Source: an optimization exercise on an open RTL-to-GDS flow (aim: small area, a short achievable clock period and few clock cycles). Production flows keep margins and buffers that such runs may drop. At most, simulation tests tie the RTL to the original design; equivalence was not proved.

## MUL_DIV_top
module MUL_DIV_top (
    input           clk,
    input           rst_n,
    input  [31:0]   data1,
    input  [31:0]   data2,
    input           MUL_DIV_start,
    input  [2:0]    MUL_DIV_ctrl,
    output [31:0]   MUL_DIV_out,
    output          MUL_DIV_done
);
Size: ~1400 cells after synthesis, ~100 I/O pins, about 12000 sq um of cells after synthesis.
clock: 9.0 ns
lec_check: 0
cap_margin: 0
core_margin: 2
core_utilization: 40
setup_slack_margin: 4.6
slew_margin: 0
standard.sh (not shown) runs the stock make flow with config.mk's settings and CLKGATE_MAP_FILE= SYNTH_SCRIPT=/design/flow/synth_recipe.tcl, a recipe that flattens the netlist after the stock synthesis.
==> flow/flow/run.sh <==
#!/bin/bash
# Own layout flow: the standard ORFS flow with two changes in how the
# layout is built:
#  - the buffer ORFS puts on every input and output port is the smallest one,
#    sky130_fd_sc_hd__buf_1;
#  - clock tree synthesis uses clusters of up to 30 sinks, clkbuf_8 buffers and
#    no dummy loads.
set -euo pipefail
export BUFFER_PORTS_ARGS="-buffer_cell sky130_fd_sc_hd__buf_1"
export CTS_ARGS="-sink_clustering_enable -repair_clock_nets -sink_clustering_size 30 -sink_clustering_max_diameter 80 -buf_list sky130_fd_sc_hd__clkbuf_8 -dont_use_dummy_load"
bash standard.sh > standard.log 2>&1
Testbench counts at the start, summed over its fixed seeds: cycles 70,916.
Then changed:
==> flow/run.sh (new file) <==
#!/bin/bash
# synth_recipe.tcl (not shown) runs the flow's synth.tcl, then flattens the netlist and writes it again
# the make line also repeats each setting of config.mk as NAME=value (left out here)
make -C /OpenROAD-flow-scripts/flow DESIGN_CONFIG=/design/flow/config.mk WORK_HOME=/design/flow/orfs CLKGATE_MAP_FILE= SYNTH_SCRIPT=/design/flow/synth_recipe.tcl finish
Settings changed: CAP_MARGIN 0 to 20, CTS_BUF_LIST set to sky130_fd_sc_hd__clkbuf_8, CTS_CLUSTER_DIAMETER set to 80, CTS_CLUSTER_SIZE set to 30, SLEW_MARGIN 0 to 20.
removed: flow/flow/run.sh
removed: flow/standard.sh
Effect:
- The new run ran to the end with no violations
- worst setup slack is better by 0.048 ns
- hold slack is better by 0.0067 ns
- synthesized area stays the same
- first-iteration DRC count drops by 2.5%
Then changed:
==> flow/flow/run.sh (new file) <==
#!/bin/bash
# Own layout flow: the standard ORFS flow with two changes in how the
# layout is built:
#  - the buffer ORFS puts on every input and output port is the smallest one,
#    sky130_fd_sc_hd__buf_1;
#  - clock tree synthesis uses clusters of up to 30 sinks, clkbuf_8 buffers and
#    no dummy loads.
set -euo pipefail
export BUFFER_PORTS_ARGS="-buffer_cell sky130_fd_sc_hd__buf_1"
export CTS_ARGS="-sink_clustering_enable -repair_clock_nets -sink_clustering_size 30 -sink_clustering_max_diameter 80 -buf_list sky130_fd_sc_hd__clkbuf_8 -dont_use_dummy_load"
bash standard.sh > standard.log 2>&1
==> flow/standard.sh (new file) <==
#!/bin/bash
# synth_recipe.tcl (not shown) runs the flow's synth.tcl, then flattens the netlist and writes it again
# the make line also repeats each setting of config.mk as NAME=value (left out here)
make -C /OpenROAD-flow-scripts/flow DESIGN_CONFIG=/design/flow/config.mk WORK_HOME=/design/flow/orfs CLKGATE_MAP_FILE= SYNTH_SCRIPT=/design/flow/synth_recipe.tcl "${@:-finish}"
Settings changed: CAP_MARGIN 20 to 5, CTS_BUF_LIST sky130_fd_sc_hd__clkbuf_8 to unset, CTS_CLUSTER_DIAMETER 80 to unset, CTS_CLUSTER_SIZE 30 to unset, PLACE_DENSITY set to 0.5, SLEW_MARGIN 20 to 5.
removed: flow/run.sh
What happened: Wire length rose by about 2%; worst setup slack improves by 0.024 ns; worst hold slack is about the same; final area went down by about 7%.
Then changed:
Settings changed: PLACE_DENSITY 0.5 to unset.
Result: The new run completed with no timing, DRC or antenna violations. Non-clock buffer count shrinks by 4. Maximum frequency shrinks by 1.7%. Critical path depth shrinks by 7. Global-route usage shrinks by 1.5 points. Design area is about the same.
Then changed:
Settings changed: SETUP_SLACK_MARGIN 4.6 to 4.7.
The changed run completed without violations.
Area after synthesis does not change.
Routed wire length went up slightly.
Global-route usage barely changes.
Setup slack gets better by 0.075 ns.
Non-clock buffer count came out higher by 18.
Clock skew decreases by 0.0032 ns.
Cell area climbs slightly.
Then changed:
Settings changed: SETUP_SLACK_MARGIN 4.7 to 4.45.
After rerunning:
- The changed run went through all stages and came out clean
- synthesized cell count stays the same
- critical path depth fell by 3
- core utilization is lower by 1.1 points
- worst setup slack got worse by 0.20 ns
- routed wire length goes down slightly

---

MUL_DIV_top, a different RTL version from the one above (not shown whole).
Size in the first run: ~1400 cells after synthesis, roughly 130 flip-flops, roughly 100 I/O pins, about 12000 µm² of cells after synthesis.
export LEC_CHECK = 0
export CAP_MARGIN = 20
export CORE_MARGIN = 2
export CORE_UTILIZATION = 40
export SETUP_SLACK_MARGIN = 4
export SLEW_MARGIN = 20
create_clock -name core_clock -period 9.0 [get_ports {clk}]
==> flow/flow/run.sh <==
#!/bin/bash
# Own layout flow: the standard ORFS flow, with the smallest buffer
# (sky130_fd_sc_hd__buf_1) as the buffer that ORFS puts on every input and
# output port.  Everything else is the standard flow.
set -euo pipefail
export BUFFER_PORTS_ARGS="-buffer_cell sky130_fd_sc_hd__buf_1"
bash standard.sh > standard.log 2>&1
The starting point passed the timing, design-rule and antenna checks.
Next try:
==> flow/run.sh (new file) <==
#!/bin/bash
# synth_recipe.tcl (not shown) runs the flow's synth.tcl, then flattens the netlist and writes it again
# the make line also repeats each setting of config.mk as NAME=value (left out here)
make -C /OpenROAD-flow-scripts/flow DESIGN_CONFIG=/design/flow/config.mk WORK_HOME=/design/flow/orfs CLKGATE_MAP_FILE= SYNTH_SCRIPT=/design/flow/synth_recipe.tcl finish
removed: flow/flow/run.sh
removed: flow/standard.sh
After rerunning: Cell area went up by 4.6%. Count of clock-buffer cells in the layout does not change. Global-route usage rises by 0.42 points. Die area stays the same. Worst hold slack improves by 0.0091 ns. Wire length grows by about 1%. Register-to-register slack gets worse by 0.08 ns. Non-clock buffer count shrinks by 1. Final cell count stays flat. Critical path depth is unchanged.
Next try:
SETUP_SLACK_MARGIN = 4.3   (was 4)
- design area rose by 2.5%
- clock skew falls by 0.0043 ns
- utilization increases by 1.2 points
- routed wire length increases by 1.1%
- global-route usage does not change
Next try:
SETUP_SLACK_MARGIN = 3.7   (was 4.3)
The changed run completed without violations.
Non-clock buffer count fell by 32.
Hold slack barely changes.
Area after synthesis does not change.
Global-route usage does not change.
No functional check of the RTL was part of any run of this note.

---

Another version of the RTL of MUL_DIV_top (not shown whole).
Size: ~1400 cells after synthesis, roughly 12000 sq um of cells after synthesis.
Settings: LEC_CHECK=0, CAP_MARGIN=5, CORE_MARGIN=2, CORE_UTILIZATION=40, SETUP_SLACK_MARGIN=4.8, SLEW_MARGIN=5; clock period 9.0 ns.
==> flow/flow/run.sh <==
#!/bin/bash
# Own layout flow: the standard ORFS flow with two changes in how the
# layout is built:
#  - the buffer ORFS puts on every input and output port is the smallest one,
#    sky130_fd_sc_hd__buf_1;
#  - clock tree synthesis uses clusters of up to 30 sinks, clkbuf_8 buffers and
#    no dummy loads.
set -euo pipefail
export BUFFER_PORTS_ARGS="-buffer_cell sky130_fd_sc_hd__buf_1"
export CTS_ARGS="-sink_clustering_enable -repair_clock_nets -sink_clustering_size 30 -sink_clustering_max_diameter 80 -buf_list sky130_fd_sc_hd__clkbuf_8 -dont_use_dummy_load"
bash standard.sh > standard.log 2>&1
The baseline finished clean.
Testbench counts at the start, summed over its fixed seeds: cycles 70,916.
==> next run, changes <==
--- a/flow/config.mk
+++ b/flow/config.mk
@@ -10,3 +10,3 @@
 export CORE_UTILIZATION = 40
-export SETUP_SLACK_MARGIN = 4.8
+export SETUP_SLACK_MARGIN = 4.3
 export SLEW_MARGIN = 5
The new run ran to the end with no violations.
Synthesized area does not change.
Global-route usage shrinks by 0.87 points.
Critical path depth shrinks by 1.
Clock-buffer cell count stays the same.
Setup slack loses 0.27 ns.
Die area stays the same.
Utilization shrinks by 3.7 points.
Clock skew barely changes.
==> next run, changes <==
--- a/flow/config.mk
+++ b/flow/config.mk
@@ -10,3 +10,3 @@
 export CORE_UTILIZATION = 40
-export SETUP_SLACK_MARGIN = 4.3
+export SETUP_SLACK_MARGIN = 4.6
 export SLEW_MARGIN = 5
Wire length goes up by about 1.6%.
Final area increases by 3.8%.
Worst setup slack is better by 0.21 ns.
Clock-buffer cell count stays the same.
Area after synthesis is unchanged.
Sequential share of layout area drops by 1.0 points.
Synthesized cell count stays the same.
Global-route usage went up by 0.36 points.
==> next run, changes <==
--- a/flow/config.mk
+++ b/flow/config.mk
@@ -10,3 +10,4 @@
 export CORE_UTILIZATION = 40
-export SETUP_SLACK_MARGIN = 4.6
+export PLACE_DENSITY = 0.75
+export SETUP_SLACK_MARGIN = 4.3
 export SLEW_MARGIN = 5
=>
- critical path depth stays the same
- cell area fell by 3.2%
- routed wire length falls by about 5.3%
- die area stays the same
- cell count is lower by about 1.5%
- synthesized area does not change

---

== P ==
Another version of the RTL of MUL_DIV_top (not shown whole).
For scale: about 100 I/O pins.
export LEC_CHECK = 0
export CAP_MARGIN = 20
export CORE_MARGIN = 2
export CORE_UTILIZATION = 40
export SETUP_SLACK_MARGIN = 4
export SLEW_MARGIN = 20
create_clock -name core_clock -period 9.0 [get_ports {clk}]
run.sh (not shown) runs the stock make flow with config.mk's settings and CLKGATE_MAP_FILE= SYNTH_SCRIPT=/design/flow/synth_recipe.tcl, a recipe that flattens the netlist after the stock synthesis.
Stock flow here: none of the scripts above is used.
Here is what was changed in the inputs of Q compared with P.
- ABC_AREA: unset -> 1
Q — mux contribution to synthesized area 5.3 points lower, P as reference
Fraction of final layout cells with drive strength greater than 1 was lower in Q than in P.
Between P and Q, share of the yosys chip area belonging to registers decreased.
Compared to P, Q reaches a higher achievable clock.
Diff P -> Q: setup slack grew by 0.039 ns.
Final weighted congestion of routability-driven global placement in Q vs P: up 3.8%
Relative to P, Q degrades via count.
Min global-route usage across Q and P: P
The higher half-perimeter wire length after detailed placement of Q and P is in Q.
Going from P to Q, the xor/xnor cell area share of the yosys netlist was found to have gone down by 3.7 points.
#### Input delta (R over Q)
- CORE_UTILIZATION: 40 -> 60
- ABC_AREA: 1 -> unset
For the share of the cycle needed by the critical path after routing, R came in 1.6 points higher than Q did.
Summary of the comparison: count of vias placed by the detailed router is lower in R, relative to Q.
Between Q and R, the basic-gate share of the synthesized area counting and, or, nand and nor cells is lower for R.
Dominant combinational cell family by area after synthesis = compound AO/OA/AOI/OAI gates: R; dominant combinational cell family by area after synthesis = simple AND/OR/NAND/NOR gates: Q
The number of filler cells placed in the layout of R falls short of that of Q by 52%.
Diff Q -> R: global-route wire length before repair shows a reduction of 24%, met3 global-route usage higher.
The number of buffers inserted during clock tree synthesis was comparable across Q and R.
In the final design statistics, R uses fewer standard cells in total than Q.
diff inputs: R => S
- SETUP_SLACK_MARGIN changed from 4 to 4.5
- CORE_UTILIZATION changed from 60 to 40
Findings:
Diff R and S: largest net degree at the start of global routing lower in R. Via count of the first global-routing pass of S exceeds that of R by a few percent.
Input-level comparison between T and S:
- SETUP_SLACK_MARGIN: 4.5 -> 5
## What came out
T vs S, number of gates on the worst path with buffers counted went down by 1.
Comparing S and T, the higher post-layout utilization of the core was measured on T.
Comparing S and T, per-cell via count in the routed design is higher on T.
T — final clock period utilization by the worst path 0.43 points lower, S as reference
Compared S against T; maximum number of pins on one net before global-route repair within noise.
No functional check of the RTL was part of any run of this note.

---

## v48
The RTL this note starts from:
==> flow/design.v <==
module MUL_DIV_top (
    input           clk,
    input           rst_n,
    input  [31:0]   data1,
    input  [31:0]   data2,
    input           MUL_DIV_start,
    input  [2:0]    MUL_DIV_ctrl,
    output [31:0]   MUL_DIV_out,
    output          MUL_DIV_done
);
localparam [2:0] S_IDLE = 3'd0, S_MUL1 = 3'd1, S_MUL = 3'd2, S_TAIL = 3'd3,
                 S_CORR = 3'd4, S_DPREP = 3'd5, S_DIV = 3'd6, S_FIX = 3'd7;
function [5:0] clz32;
    input [31:0] v;
    reg   [15:0] z1;  reg [15:0] c1;
    reg   [7:0]  z2;  reg [15:0] c2;
    reg   [3:0]  z3;  reg [11:0] c3;
    reg   [1:0]  z4;  reg [7:0]  c4;
    reg          z5;  reg [4:0]  c5;
    integer i;
    begin
        for (i = 0; i < 16; i = i + 1) begin
            z1[i] = ~(v[2*i+1] | v[2*i]);
            c1[i] = ~v[2*i+1];
        end
        for (i = 0; i < 8; i = i + 1) begin
            z2[i] = z1[2*i+1] & z1[2*i];
            c2[2*i+1 -: 2] = z1[2*i+1] ? {1'b1, c1[2*i]} : {1'b0, c1[2*i+1]};
        end
        for (i = 0; i < 4; i = i + 1) begin
            z3[i] = z2[2*i+1] & z2[2*i];
            c3[3*i+2 -: 3] = z2[2*i+1] ? {1'b1, c2[4*i+1 -: 2]} : {1'b0, c2[4*i+3 -: 2]};
        end
        for (i = 0; i < 2; i = i + 1) begin
            z4[i] = z3[2*i+1] & z3[2*i];
            c4[4*i+3 -: 4] = z3[2*i+1] ? {1'b1, c3[6*i+2 -: 3]} : {1'b0, c3[6*i+5 -: 3]};
        end
        z5 = z4[1] & z4[0];
        c5 = z4[1] ? {1'b1, c4[3:0]} : {1'b0, c4[7:4]};
        clz32 = z5 ? 6'd32 : {1'b0, c5};
    end
endfunction
function [2:0] booth;
    input [2:0] b;
    begin
        booth[2] = b[1] ^ b[0];                                    
        booth[1] = (b == 3'b011) | (b == 3'b100);                  
        booth[0] = b[2] & ~(b[1] & b[0]);                          
    end
endfunction
reg  [2:0]  state;
reg         done_r;
reg  [2:0]  op;
reg         osel;            
reg  [2:0]  cnt;             
reg  [1:0]  tcnt;            
reg  [4:0]  dcnt;            
reg         corr;
reg         rneg, qneg, dz;
reg  [5:0]  clza_r, clzb_r;  
reg  [34:0] X;
reg  [31:0] Y;
reg  [33:0] M;
reg         one0, two0, neg0, one1, two1, neg1, magy, cin;
wire op_rem   = op[2] & op[1];
wire a_signed = op[2] ? ~op[0] : (op[1:0] != 2'd3);
wire b_signed = op[2] ? ~op[0] : ~op[1];
localparam W = 38;
wire [W-1:0] Mx   = {{(W-34){M[33]}}, M};
wire [W-1:0] mag0 = (one0 ? Mx : {W{1'b0}}) | (two0 ? {Mx[W-2:0], 1'b0} : {W{1'b0}})
                  | (magy ? {{(W-32){1'b0}}, Y} : {W{1'b0}});
wire [W-1:0] mag1 = (one1 ? {Mx[W-3:0], 2'b00} : {W{1'b0}}) | (two1 ? {Mx[W-4:0], 3'b000} : {W{1'b0}});
wire [W-1:0] A    = {{(W-35){X[34]}}, X};
wire [W-1:0] B    = mag0 ^ {W{neg0}};
wire [W-1:0] C    = mag1 ^ {W{neg1}};
wire [W-1:0] cs_s = A ^ B ^ C;
wire [W-1:0] cs_c = {(A[W-2:0] & B[W-2:0]) | (A[W-2:0] & C[W-2:0]) | (B[W-2:0] & C[W-2:0]), neg1};
wire [W-1:0] S    = cs_s + cs_c + {{(W-1){1'b0}}, cin};
wire        asgn  = M[31] & a_signed;
wire        bsgn  = Y[31] & b_signed;
wire [5:0]  clz_a = (M[31] & ~a_signed) ? 6'd0 : clza_r;
wire [5:0]  clz_b = (Y[31] & ~b_signed) ? 6'd0 : clzb_r;
wire [5:0]  jd    = (6'd34 - clz_b) >> 1;                   
wire [4:0]  j16   = (jd > 6'd16) ? 5'd16 : jd[4:0];
wire [2:0]  jg    = (j16 + 5'd3) >> 2;                      
wire [6:0]  k_raw = {1'b0, clz_b} - {1'b0, clz_a} + {6'd0, asgn};
wire        k_neg = k_raw[6];
wire [4:0]  k     = k_raw[5] ? 5'd31 : k_raw[4:0];
wire        b_zero = (clzb_r == 6'd32) & ~Y[31];
wire [33:0] Msh   = {{2{bsgn}}, Y} << k;
reg [2:0] nstate;
reg       ndone;
always @* begin
    nstate = state;
    ndone  = 1'b0;
    case (state)
        S_IDLE:  if (MUL_DIV_start) nstate = MUL_DIV_ctrl[2] ? S_DPREP : S_MUL1;
        S_MUL1:  nstate = S_MUL;
        S_MUL:   if (cnt == 3'd1) begin
                     if (tcnt != 2'd0) nstate = S_TAIL;
                     else if (corr) nstate = S_CORR;
                     else begin nstate = S_IDLE; ndone = 1'b1; end
                 end
        S_TAIL:  if (tcnt == 2'd1) begin nstate = S_IDLE; ndone = 1'b1; end
        S_CORR:  begin nstate = S_IDLE; ndone = 1'b1; end
        S_DPREP: if (!k_neg && !b_zero) nstate = S_DIV;
                 else if (op_rem ? asgn : b_zero) nstate = S_FIX;
                 else begin nstate = S_IDLE; ndone = 1'b1; end
        S_DIV:   if (dcnt == 5'd0) begin
                     if (op_rem ? rneg : qneg) nstate = S_FIX;
                     else begin nstate = S_IDLE; ndone = 1'b1; end
                 end
        S_FIX:   begin nstate = S_IDLE; ndone = 1'b1; end
        default: nstate = S_IDLE;
    endcase
end
always @(posedge clk or negedge rst_n) begin
    if (!rst_n) begin
        state  <= S_IDLE;
        done_r <= 1'b0;
    end else begin
        state  <= nstate;
        done_r <= ndone;
    end
end
wire       in_asgn = data1[31] & (MUL_DIV_ctrl[2] ? ~MUL_DIV_ctrl[0] : (MUL_DIV_ctrl[1:0] != 2'd3));
wire [2:0] bd0_in  = booth({data2[1:0], 1'b0});
wire [2:0] bd1_in  = booth(data2[3:1]);
wire [2:0] bd0_y   = booth(Y[5:3]);
wire [2:0] bd1_y   = booth(Y[7:5]);
wire       fix_rem = op_rem;
wire       dsgn    = (state == S_DPREP) ? bsgn : M[33];    
reg  [7:0] nctl;    
always @* begin
    nctl = 8'd0;
    case (nstate)
        S_MUL1:  nctl = {bd0_in, bd1_in, 1'b0, bd0_in[0]};
        S_MUL:   nctl = {bd0_y, bd1_y, 1'b0, bd0_y[0]};
        S_CORR:  nctl = {3'b100, 3'b000, 1'b0, 1'b0};
        S_DPREP: nctl = {2'b10, in_asgn, 3'b000, 1'b0, in_asgn};
        S_DIV:   nctl = {2'b10, ~dsgn, 3'b000, 1'b0, ~dsgn};
        S_FIX:   nctl = fix_rem ? {3'b001, 3'b000, 1'b0, 1'b0}
                                : {3'b001, 3'b000, 1'b1, (state == S_DPREP) ? ~b_zero : ~dz};
        default: nctl = 8'd0;
    endcase
end
always @(posedge clk) {one0, two0, neg0, one1, two1, neg1, magy, cin} <= nctl;
wire q_bit = ~S[W-1];
always @(posedge clk) begin
    case (state)
        S_IDLE: if (MUL_DIV_start) begin
            op     <= MUL_DIV_ctrl;
            X      <= 35'd0;
            Y      <= data2;
            M      <= {{2{in_asgn}}, data1};
            osel   <= ~MUL_DIV_ctrl[2] & (MUL_DIV_ctrl[1:0] != 2'd0);
            clza_r <= clz32(data1 ^ {32{data1[31]}});
            clzb_r <= clz32(data2 ^ {32{data2[31]}});
        end
        S_MUL1, S_MUL: begin
            X <= {S[W-1], S[W-1:4]};
            Y <= {S[3:0], Y[31:4]};
            if (state == S_MUL1) begin
                cnt  <= {jg, 1'b0} - 3'd1;     
                tcnt <= 3'd4 - jg;
                corr <= jd[4] & jd[0];         
            end else
                cnt <= cnt - 3'd1;
        end
        S_TAIL: begin
            X    <= {{8{X[34]}}, X[34:8]};
            Y    <= {X[7:0], Y[31:8]};
            tcnt <= tcnt - 2'd1;
        end
        S_CORR: X <= S[34:0];
        S_DPREP: begin
            X    <= (op_rem | ~b_zero) ? S[34:0] : 35'd0;    
            M    <= Msh;
            Y    <= 32'd0;
            dcnt <= k;
            dz   <= b_zero;
            rneg <= asgn;
            qneg <= (asgn ^ bsgn) & ~b_zero;
            osel <= op_rem & ~asgn;
        end
        S_DIV: begin
            if (dcnt == 5'd0 && !op_rem) X <= 35'd0;
            else if (q_bit) X <= S[34:0];
            Y    <= {Y[30:0], q_bit};
            M    <= {M[33], M[33:1]};
            dcnt <= dcnt - 5'd1;
        end
        S_FIX: begin
            Y    <= fix_rem ? ~S[31:0] : S[31:0];
            osel <= 1'b0;
        end
        default: ;
    endcase
end
assign MUL_DIV_out  = osel ? X[31:0] : Y;
assign MUL_DIV_done = done_r;
endmodule
Settings: LEC_CHECK=0, ABC_CLOCK_PERIOD_IN_PS=3000, CAP_MARGIN=20, CORE_MARGIN=2, CORE_UTILIZATION=40, SLEW_MARGIN=20; clock period 9.0 ns.
--- input diff v48..v30 ---
# v48
export LEC_CHECK = 0
export ABC_CLOCK_PERIOD_IN_PS = 3000
export CAP_MARGIN = 20
export CORE_MARGIN = 2
export CORE_UTILIZATION = 40
export SLEW_MARGIN = 20
create_clock -name core_clock -period 9.0 [get_ports {clk}]
# v30
export LEC_CHECK = 0
export ABC_CLOCK_PERIOD_IN_PS = 3000
export CAP_MARGIN = 20
export CORE_MARGIN = 2
export CORE_UTILIZATION = 40
export SETUP_SLACK_MARGIN = 5
export SLEW_MARGIN = 20
create_clock -name core_clock -period 9.0 [get_ports {clk}]
### Flow results
Between v48 and v30, the fraction of cell area in non-clock buffers is higher for v30.
In v30 relative to v48, via count of the first global-routing pass had gone up by a little under 10%.
Final net count, v48 and v30, higher one = v30.
The number of instances in the placed design of v30 and that of v48 are within noise of each other.
> inputs changed (v30 -> v2)
# v30
export LEC_CHECK = 0
export ABC_CLOCK_PERIOD_IN_PS = 3000
export CAP_MARGIN = 20
export CORE_MARGIN = 2
export CORE_UTILIZATION = 40
export SETUP_SLACK_MARGIN = 5
export SLEW_MARGIN = 20
create_clock -name core_clock -period 9.0 [get_ports {clk}]
# v2
export LEC_CHECK = 0
export CAP_MARGIN = 20
export CORE_MARGIN = 2
export CORE_UTILIZATION = 40
export SLEW_MARGIN = 20
create_clock -name core_clock -period 9.0 [get_ports {clk}]
--- outcome ---
Compared to v30, v2 shows a narrower setup margin.
[compare] base=v30 new=v2: minimum clock period up 0.98 ns, minimum setup slack among reg-to-reg paths down 0.98 ns, total inserted antenna cells up 1.
v2: number of global-route vias before repair lower than v30
From v30 to v2 the numbers moved as follows: design area went down about 18%; total number of nets in the final design -about 9%.
#### Input delta (v58 over v2)
# v2
export LEC_CHECK = 0
export CAP_MARGIN = 20
export CORE_MARGIN = 2
export CORE_UTILIZATION = 40
export SLEW_MARGIN = 20
create_clock -name core_clock -period 9.0 [get_ports {clk}]
# v58
export LEC_CHECK = 0
export ABC_CLOCK_PERIOD_IN_PS = 4500
export CAP_MARGIN = 20
export CORE_MARGIN = 2
export CORE_UTILIZATION = 40
export SLEW_MARGIN = 20
create_clock -name core_clock -period 9.0 [get_ports {clk}]
Notes after the runs:
As far as number of hold buffers added after CTS goes, v58 and v2 are indistinguishable; the numbers are identical.
Diff v2 -> v58: layout overhead on the synthesized area stayed essentially flat, sequential share of layout area roughly the same, sequential cell count shows no meaningful change, design area ~0 delta.
No functional check of the RTL was part of any run of this note.

==> afterwards: timing with drivers on the ports <==
No port has a modelled driver above. Below, the same layouts with a new extraction and two added sets of constraints.
Step 1 (the two cells are an assumption about what drives the block):
set clk [get_ports {clk}]
set_driving_cell -lib_cell sky130_fd_sc_hd__clkbuf_16 $clk
set_driving_cell -lib_cell sky130_fd_sc_hd__buf_2 [delete_from_list [all_inputs] $clk]
Step 2 also shifts input and output timing later by t, the mid clock arrival at the registers, as if the neighbouring blocks saw the same clock.
a / b / c = no drivers / after step 1 / after step 2; a / b = the first two.
run	t, ns	setup WS [ns]	worst register clock-pin slew, ns	pins driven straight from the clock port
the first run of note 1	0.516	4.667 / 4.682 / 4.166	0.11 / 0.11	1
the second run of note 1	0.524	4.716 / 4.716 / 4.273	0.10 / 0.10	1
the third run of note 1	0.528	4.739 / 4.739 / 4.561	0.08 / 0.08	1
the fourth run of note 1	0.516	4.667 / 4.682 / 4.166	0.11 / 0.11	1
the fifth run of note 1	0.519	4.742 / 4.742 / 4.368	0.11 / 0.11	1
the sixth run of note 1	0.520	4.545 / 4.545 / 4.168	0.11 / 0.11	1
the first run of note 2	0.481	4.315 / 4.315 / 4.315	0.08 / 0.08	1
the second run of note 2	0.492	4.235 / 4.235 / 4.041	0.08 / 0.08	1
the third run of note 2	0.487	4.388 / 4.388 / 4.180	0.08 / 0.08	1
the fourth run of note 2	0.490	4.072 / 4.072 / 4.066	0.08 / 0.08	1
the first run of note 3	0.538	4.683 / 4.683 / 4.621	0.09 / 0.09	1
the second run of note 3	0.538	4.417 / 4.417 / 4.270	0.09 / 0.09	1
the third run of note 3	0.533	4.623 / 4.623 / 4.348	0.09 / 0.09	1
the fourth run of note 3	0.499	4.262 / 4.262 / 4.114	0.09 / 0.09	1
P	0.477	4.128 / 4.128 / 3.796	0.07 / 0.07	1
Q	0.515	4.167 / 4.167 / 3.745	0.07 / 0.07	1
R	0.482	4.025 / 4.025 / 3.850	0.07 / 0.07	1
S	0.494	4.191 / 4.191 / 3.949	0.08 / 0.08	1
T	0.494	4.230 / 4.230 / 4.025	0.07 / 0.07	1
v48	0.514	3.450 / 3.450 / 3.450	0.08 / 0.08	1
v30	0.526	4.426 / 4.426 / 4.426	0.08 / 0.08	1
v2	0.514	3.450 / 3.450 / 3.450	0.08 / 0.08	1
v58	0.514	3.450 / 3.450 / 3.450	0.08 / 0.08	1
After both steps every run listed still meets setup and hold.
